This design comes from an exercise in tuning for small area, a short achievable clock period and few clock cycles on the open sky130 flow, not from production work.
Function was checked by simulation only, so behaviour that the tests miss may differ from the original.

## muldiv_unit
module muldiv_unit (
    input  logic        clk_i,
    input  logic        rst_n_i,
    input  logic        start_i,
    input  logic [31:0] operand_a_i,
    input  logic [31:0] operand_b_i,
    input  logic [2:0]  muldiv_op_i,
    output logic [31:0] result_o,
    output logic        busy_o,
    output logic        done_o
);
For scale: about 110 flip-flops, roughly 100 I/O pins, ~19,000 um^2 of cells after synthesis.
export LEC_CHECK = 0
export ABC_AREA = 1
export CAP_MARGIN = 20
export CORE_MARGIN = 2
export CORE_UTILIZATION = 50
export CTS_BUF_LIST = sky130_fd_sc_hd__clkbuf_4 sky130_fd_sc_hd__clkbuf_8
export SLEW_MARGIN = 20
create_clock -name core_clock -period 150.0 [get_ports {clk_i}]
standard.sh (not shown) runs the stock make flow with config.mk's settings and CLKGATE_MAP_FILE= SYNTH_SCRIPT=/design/flow/synth_recipe.tcl, a recipe that flattens the netlist after the stock synthesis.
==> flow/flow/run.sh <==
#!/bin/bash
set -euo pipefail
bash standard.sh finish "BUFFER_PORTS_ARGS=-buffer_cell sky130_fd_sc_hd__buf_1" > standard.log 2>&1
Testbench counts at the start, summed over its fixed seeds: cycles 74,670.
Next try:
--- a/flow/design.v
+++ b/flow/design.v
@@ -68,19 +68,19 @@
             if (bm[i]) mb = 5'(i);
         end
     end
     assign la = ma + 5'(pa);
     assign lb = mb + 5'(pb);
     assign df = $signed({1'b0, la}) - $signed({1'b0, lb});
-    assign du = {1'b0, df[4:0]} + 6'd1;
+    assign du = {1'b0, df[4:0]} + 6'(sa);
     assign nz = az || df[5];
     always_comb begin
         c0 = CW'(1);
-        e0 = EW'(K - 1);
+        e0 = EW'(K) - EW'(sa);
         if (bz) begin
-            e0 = EW'(K - 2);
+            e0 = EW'(K - 1) - EW'(sa);
         end else if (!nz) begin
             c0 = CW'(du / K) + CW'(1);
             e0 = EW'(K - 1) - EW'(du % K);
         end
     end
     logic [CW-1:0] rc;
@@ -97,22 +97,23 @@
     logic [2*K:0]  ybits;
     assign ybits = {y_q[2*K-1:0], prev_q};
     always_comb begin
         logic [31:0] xs;
         logic [32:0] dj, ab;
         logic        one, two, inv, skip;
-        if (first_q || negc_q) s[0] = 33'd0;
-        else                   s[0] = mul_q ? {1'b0, z_q} : {rs_q, x_q};
+        if ((first_q && (mul_q || sa)) || negc_q) s[0] = 33'd0;
+        else if (mul_q)                           s[0] = {1'b0, z_q};
+        else                                      s[0] = {rs_q & ~first_q, x_q};
         for (int j = 0; j < K; j++) begin
             xs   = x_q << (2 * j);
             dj   = 33'($signed(dv) >>> j);
-            skip = (first_q && j > 0 && (EW'(j) <= e0)) ||
+            skip = (first_q && EW'(j) >= EW'(sa) && EW'(j) < e0 + EW'(sa)) ||
                    (negc_q && j > 0) || (fix_q && j < K - 1);
             one  = 1'b0;
             two  = 1'b0;
-            if (j == 0 && !mul_q && (first_q || negc_q)) begin
+            if (j == 0 && !mul_q && ((first_q && sa) || negc_q)) begin
                 one = 1'b1;
                 inv = (sa & ~nz) | negc_q;
                 ab  = {sa, x_q};
             end else if (mul_q) begin
                 one = ybits[2*j+1] ^ ybits[2*j];
                 two = (ybits[2*j+2] & ~ybits[2*j+1] & ~ybits[2*j]) |
@@ -121,13 +122,13 @@
                 ab  = {1'b0, ({32{one}} & xs) | ({32{two}} & (xs << 1))};
             end else begin
                 inv = ~skip & ~(s[j][32] ^ sb);
                 ab  = {33{~skip}} & dj;
             end
             s[j+1]    = add33(s[j], ab ^ {33{inv}}, inv);
-            qb[K-1-j] = ~skip & ~s[j+1][32] & ~(j == 0 && first_q);
+            qb[K-1-j] = ~skip & ~s[j+1][32] & ~(j == 0 && first_q && sa);
         end
     end
     logic [31:0] qn, sel;
     logic        last, fin, mterm, negn, rfix;
     logic [31:0] ynext;
     assign qn    = (z_q << K) | 32'(qb);
The new run finished with timing, DRC and antenna clean; core utilization shrinks by 0.25 points; die area rose by 0.66%; clock-buffer cell count increases by 2; final area came out higher by 1.4%; global-route usage is about the same; sequential cell count does not change; fmax barely changes; area after synthesis climbs by 0.67%; worst setup slack gets worse by 0.018 ns.
Testbench counts after the change, summed over its fixed seeds: cycles 73,970.

========
The RTL this note starts from:
==> flow/design.v <==
module muldiv_unit (
    input  logic        clk_i,
    input  logic        rst_n_i,
    input  logic        start_i,
    input  logic [31:0] operand_a_i,
    input  logic [31:0] operand_b_i,
    input  logic [2:0]  muldiv_op_i,
    output logic [31:0] result_o,
    output logic        busy_o,
    output logic        done_o
);
    localparam int K  = 4;                  
    localparam int DW = 33 + K;             
    localparam int NC = (32 + K) / K;       
    localparam int CW = 4;                  
    localparam int EW = 3;                  
    function automatic logic [32:0] add33(input logic [32:0] a,
                                          input logic [32:0] b,
                                          input logic        cin);
        logic [32:0] g, p, gg, pp;
        logic [32:0] c;
        g  = a & b;
        p  = a ^ b;
        gg = g;
        pp = p;
        gg[0] = g[0] | (p[0] & cin);
        for (int d = 1; d < 33; d = d * 2)
            for (int i = 2 * d - 1; i < 33; i = i + 2 * d) begin
                gg[i] = gg[i] | (pp[i] & gg[i-d]);
                pp[i] = pp[i] & pp[i-d];
            end
        for (int d = 16; d >= 1; d = d / 2)
            for (int i = 3 * d - 1; i < 33; i = i + 2 * d) begin
                gg[i] = gg[i] | (pp[i] & gg[i-d]);
                pp[i] = pp[i] & pp[i-d];
            end
        c[0] = cin;
        for (int i = 1; i < 33; i++) c[i] = gg[i-1];
        add33 = p ^ c;
    endfunction
    logic          busy_q, done_q, first_q, fix_q, negc_q;
    logic          mul_q, sgn_q, rem_q;
    logic          neg_q, prev_q, rs_q;
    logic [CW-1:0] cnt_q;
    logic [31:0]   x_q;       
    logic [31:0]   y_q;       
    logic [31:0]   z_q;       
    logic        sa, sb, wb, bz, nz, pa;
    logic [31:0] am, bm;
    logic [4:0]  ma, mb, la, lb;
    logic signed [5:0] df;
    logic [5:0]  du;
    logic [CW-1:0] c0, cm;
    logic [EW-1:0] e0;
    assign sa    = sgn_q & x_q[31];
    assign sb    = sgn_q & y_q[31];
    assign wb    = (sgn_q | mul_q) & y_q[31];
    assign bz    = (y_q[31:0] == 32'd0);
    assign am = sa ? ~x_q : x_q;
    assign bm = wb ? ~y_q[31:0] : y_q[31:0];
    assign pa = sa && (am != 32'd0) && (((am >> 1) & ~am) == 32'd0);
    always_comb begin
        ma = 5'd0;
        mb = 5'd0;
        for (int i = 0; i < 32; i++) begin
            if (am[i]) ma = 5'(i);
            if (bm[i]) mb = 5'(i);
        end
    end
    assign la = ma + 5'(pa);
    assign lb = mb;
    assign df = $signed({1'b0, la}) - $signed({1'b0, lb});
    assign du = {1'b0, df[4:0]} + 6'(sa);
    assign nz = df[5];
    assign cm = CW'((mb + 5'd1) / (2 * K)) + CW'(1);
    always_comb begin
        c0 = CW'(1);
        e0 = EW'(K) - EW'(sa);
        if (bz) begin
            e0 = EW'(K - 1) - EW'(sa);
        end else if (!nz) begin
            c0 = CW'(du / K) + CW'(1);
            e0 = EW'(K - 1) - EW'(du % K);
        end
    end
    logic [CW-1:0] rc;
    logic [DW-1:0] dv;
    assign rc = first_q ? (mul_q ? cm : c0) : cnt_q;
    always_comb begin
        dv = '0;
        for (int c = 1; c <= NC; c++)
            if (rc == CW'(c))
                dv = DW'($signed({sb, y_q})) << (c * K - 1);
    end
    logic [32:0]   s   [0:K];
    logic [K-1:0]  qb;
    logic [2*K:0]  ybits;
    assign ybits = {y_q[2*K-1:0], prev_q};
    always_comb begin
        logic [31:0] xs;
        logic [32:0] dj, ab;
        logic        one, two, inv, skip;
        if ((first_q && (mul_q || sa)) || negc_q) s[0] = 33'd0;
        else if (mul_q)                           s[0] = {1'b0, z_q};
        else                                      s[0] = {rs_q & ~first_q, x_q};
        for (int j = 0; j < K; j++) begin
            xs   = x_q << (2 * j);
            dj   = 33'($signed(dv) >>> j);
            skip = (first_q && EW'(j) >= EW'(sa) && EW'(j) < e0 + EW'(sa)) ||
                   (negc_q && j > 0) || (fix_q && j < K - 1);
            one  = 1'b0;
            two  = 1'b0;
            if (j == 0 && !mul_q && ((first_q && sa) || negc_q)) begin
                one = 1'b1;
                inv = (sa & ~nz) | negc_q;
                ab  = {sa, x_q};
            end else if (mul_q) begin
                one = ybits[2*j+1] ^ ybits[2*j];
                two = (ybits[2*j+2] & ~ybits[2*j+1] & ~ybits[2*j]) |
                      (~ybits[2*j+2] & ybits[2*j+1] & ybits[2*j]);
                inv = ybits[2*j+2];
                ab  = {1'b0, ({32{one}} & xs) | ({32{two}} & (xs << 1))};
            end else begin
                inv = ~skip & ~(s[j][32] ^ sb);
                ab  = {33{~skip}} & dj;
            end
            s[j+1]    = add33(s[j], ab ^ {33{inv}}, inv);
            qb[K-1-j] = ~skip & ~s[j+1][32] & ~(j == 0 && first_q && sa);
        end
    end
    logic [31:0] qn, sel;
    logic        last, fin, negn, rfix;
    logic [31:0] ynext;
    assign qn    = (z_q << K) | 32'(qb);
    assign sel   = rem_q ? s[K][31:0] : qn;
    assign negn  = first_q ? (sgn_q & ~nz & (rem_q ? sa : (sa ^ sb))) | (bz & ~rem_q)
                           : neg_q;
    assign last  = (rc == CW'(1));
    assign fin   = fix_q | last;
    assign rfix  = rem_q & ~fix_q & s[K][32] & ~(first_q & nz);
    assign ynext = $signed(y_q[31:0]) >>> (2 * K);
    logic idle_q, ld_q;
    logic idle_d, busy_d, done_d, first_d, fix_d, negc_d;
    always_comb begin
        idle_d  = idle_q;
        busy_d  = busy_q;
        done_d  = done_q;
        first_d = first_q;
        fix_d   = fix_q;
        negc_d  = negc_q;
        if (idle_q) begin
            if (start_i) begin
                idle_d  = 1'b0;
                busy_d  = (muldiv_op_i <= 3'd4);
                done_d  = (muldiv_op_i >  3'd4);
                first_d = 1'b1;
            end
        end else if (!ld_q) begin
            first_d = 1'b0;
            if (negc_q) begin
                negc_d = 1'b0;
                busy_d = 1'b0;
                done_d = 1'b1;
            end else if (mul_q) begin
                if (last) begin
                    busy_d = 1'b0;
                    done_d = 1'b1;
                end
            end else if (fin) begin
                fix_d = rfix;
                if (!rfix) begin
                    if (negn) negc_d = 1'b1;
                    else begin
                        busy_d = 1'b0;
                        done_d = 1'b1;
                    end
                end
            end
        end else begin
            done_d = 1'b0;
            idle_d = 1'b1;
        end
    end
    always_ff @(posedge clk_i or negedge rst_n_i) begin
        if (!rst_n_i) begin
            idle_q  <= 1'b1;
            ld_q    <= 1'b1;
            busy_q  <= 1'b0;
            done_q  <= 1'b0;
            first_q <= 1'b0;
            fix_q   <= 1'b0;
            negc_q  <= 1'b0;
        end else begin
            idle_q  <= idle_d;
            ld_q    <= !busy_d;
            busy_q  <= busy_d;
            done_q  <= done_d;
            first_q <= first_d;
            fix_q   <= fix_d;
            negc_q  <= negc_d;
        end
    end
    always_ff @(posedge clk_i) begin
        if (ld_q) begin
            x_q <= operand_a_i;
            y_q <= operand_b_i;
            z_q <= 32'd0;
        end else if (mul_q) begin
            x_q <= x_q << (2 * K);
            y_q <= ynext;
            z_q <= s[K][31:0];
        end else begin
            x_q <= (fin && !rfix && negn && !rem_q) ? qn : s[K][31:0];
            if (negc_q || (fin && !rfix && !negn && rem_q))
                z_q <= s[K][31:0];
            else
                z_q <= qn;
        end
    end
    always_ff @(posedge clk_i) begin
        if (ld_q) begin
            prev_q <= 1'b0;
            rs_q   <= 1'b0;
            mul_q  <= (muldiv_op_i == 3'd0);
            sgn_q  <= (muldiv_op_i == 3'd1) || (muldiv_op_i == 3'd3);
            rem_q  <= (muldiv_op_i == 3'd3) || (muldiv_op_i == 3'd4);
        end else begin
            prev_q <= y_q[2*K-1];
            rs_q   <= s[K][32] | (fin & rfix);
            neg_q  <= negn;
            cnt_q  <= (fin && rfix) ? CW'(1) : (rc - CW'(1));
        end
    end
    assign busy_o   = busy_q;
    assign done_o   = done_q;
    assign result_o = z_q;
endmodule
clock: 150.0 ns
lec_check: 0
abc_area: 1
cap_margin: 20
core_margin: 2
core_utilization: 66
cts_buf_list: sky130_fd_sc_hd__clkbuf_8
slew_margin: 20
Scripts as last shown in full above: flow/flow/run.sh
The baseline went through all stages and came out clean.
Testbench counts at the start, summed over its fixed seeds: cycles 73,981.
Change:
--- a/flow/design.v
+++ b/flow/design.v
@@ -42,53 +42,53 @@
     logic          mul_q, sgn_q, rem_q;
     logic          neg_q, prev_q, rs_q;
     logic [CW-1:0] cnt_q;
     logic [31:0]   x_q;       
     logic [31:0]   y_q;       
     logic [31:0]   z_q;       
-    logic        sa, sb, wb, bz, nz, pa;
+    logic        sa, sb, bz, az, nz, pa, pb;
     logic [31:0] am, bm;
     logic [4:0]  ma, mb, la, lb;
     logic signed [5:0] df;
     logic [5:0]  du;
-    logic [CW-1:0] c0, cm;
+    logic [CW-1:0] c0;
     logic [EW-1:0] e0;
     assign sa    = sgn_q & x_q[31];
     assign sb    = sgn_q & y_q[31];
-    assign wb    = (sgn_q | mul_q) & y_q[31];
     assign bz    = (y_q[31:0] == 32'd0);
+    assign az    = (x_q == 32'd0);
     assign am = sa ? ~x_q : x_q;
-    assign bm = wb ? ~y_q[31:0] : y_q[31:0];
+    assign bm = sb ? ~y_q[31:0] : y_q[31:0];
     assign pa = sa && (am != 32'd0) && (((am >> 1) & ~am) == 32'd0);
+    assign pb = sb && (bm != 32'd0) && (((bm >> 1) & ~bm) == 32'd0);
     always_comb begin
         ma = 5'd0;
         mb = 5'd0;
         for (int i = 0; i < 32; i++) begin
             if (am[i]) ma = 5'(i);
             if (bm[i]) mb = 5'(i);
         end
     end
     assign la = ma + 5'(pa);
-    assign lb = mb;
+    assign lb = mb + 5'(pb);
     assign df = $signed({1'b0, la}) - $signed({1'b0, lb});
     assign du = {1'b0, df[4:0]} + 6'(sa);
-    assign nz = df[5];
-    assign cm = CW'((mb + 5'd1) / (2 * K)) + CW'(1);
+    assign nz = az || df[5];
     always_comb begin
         c0 = CW'(1);
         e0 = EW'(K) - EW'(sa);
         if (bz) begin
             e0 = EW'(K - 1) - EW'(sa);
         end else if (!nz) begin
             c0 = CW'(du / K) + CW'(1);
             e0 = EW'(K - 1) - EW'(du % K);
         end
     end
     logic [CW-1:0] rc;
     logic [DW-1:0] dv;
-    assign rc = first_q ? (mul_q ? cm : c0) : cnt_q;
+    assign rc = first_q ? c0 : cnt_q;
     always_comb begin
         dv = '0;
         for (int c = 1; c <= NC; c++)
             if (rc == CW'(c))
                 dv = DW'($signed({sb, y_q})) << (c * K - 1);
     end
@@ -126,22 +126,23 @@
             end
             s[j+1]    = add33(s[j], ab ^ {33{inv}}, inv);
             qb[K-1-j] = ~skip & ~s[j+1][32] & ~(j == 0 && first_q && sa);
         end
     end
     logic [31:0] qn, sel;
-    logic        last, fin, negn, rfix;
+    logic        last, fin, mterm, negn, rfix;
     logic [31:0] ynext;
     assign qn    = (z_q << K) | 32'(qb);
     assign sel   = rem_q ? s[K][31:0] : qn;
     assign negn  = first_q ? (sgn_q & ~nz & (rem_q ? sa : (sa ^ sb))) | (bz & ~rem_q)
                            : neg_q;
     assign last  = (rc == CW'(1));
     assign fin   = fix_q | last;
     assign rfix  = rem_q & ~fix_q & s[K][32] & ~(first_q & nz);
     assign ynext = $signed(y_q[31:0]) >>> (2 * K);
+    assign mterm = (ynext == {32{y_q[2*K-1]}});
     logic idle_q, ld_q;
     logic idle_d, busy_d, done_d, first_d, fix_d, negc_d;
     always_comb begin
         idle_d  = idle_q;
         busy_d  = busy_q;
         done_d  = done_q;
@@ -159,13 +160,13 @@
             first_d = 1'b0;
             if (negc_q) begin
                 negc_d = 1'b0;
                 busy_d = 1'b0;
                 done_d = 1'b1;
             end else if (mul_q) begin
-                if (last) begin
+                if (mterm) begin
                     busy_d = 1'b0;
                     done_d = 1'b1;
                 end
             end else if (fin) begin
                 fix_d = rfix;
                 if (!rfix) begin
- routed wire length goes up by a few percent
- clock-buffer cell count goes down by 1
- cell count goes up by a few percent
- sequential cell count stays the same
- area after synthesis goes up by a few percent
- first-iteration DRC count goes up by roughly a tenth
Testbench counts after the change, summed over its fixed seeds: cycles 73,970.

==> re-timing with driven ports <==
The results above use ideal ports. As a check the final layouts listed here were re-extracted and re-timed, cells and wires unchanged. Step 1 (the two cells are an assumption about what drives the block):
set clk [get_ports {clk_i}]
set_driving_cell -lib_cell sky130_fd_sc_hd__clkbuf_16 $clk
set_driving_cell -lib_cell sky130_fd_sc_hd__buf_2 [delete_from_list [all_inputs] $clk]
Step 2 adds t to the input delays and takes it off the output delays; t is the mean of the earliest and latest rising clock arrival at the registers after step 1. Input paths then give back, and output paths get back, about the clock's delay inside the block. Slacks: ideal / step 1 / step 2; pairs: ideal / step 1.
| run | t, ns | slack for setup (ns) | latest minus earliest clock arrival (ns) |
|---|---|---|---|
| the first run of note 1 | 0.579 | 118.868 / 118.812 / 119.224 | 0.042 / 0.042 |
| the second run of note 1 | 0.579 | 118.850 / 118.794 / 119.174 | 0.017 / 0.017 |
| the first run of note 2 | 0.519 | 118.864 / 118.816 / 119.034 | 0.025 / 0.026 |
| the second run of note 2 | 0.542 | 118.881 / 118.828 / 119.182 | 0.016 / 0.017 |
After both steps setup and hold are still met in every run listed.
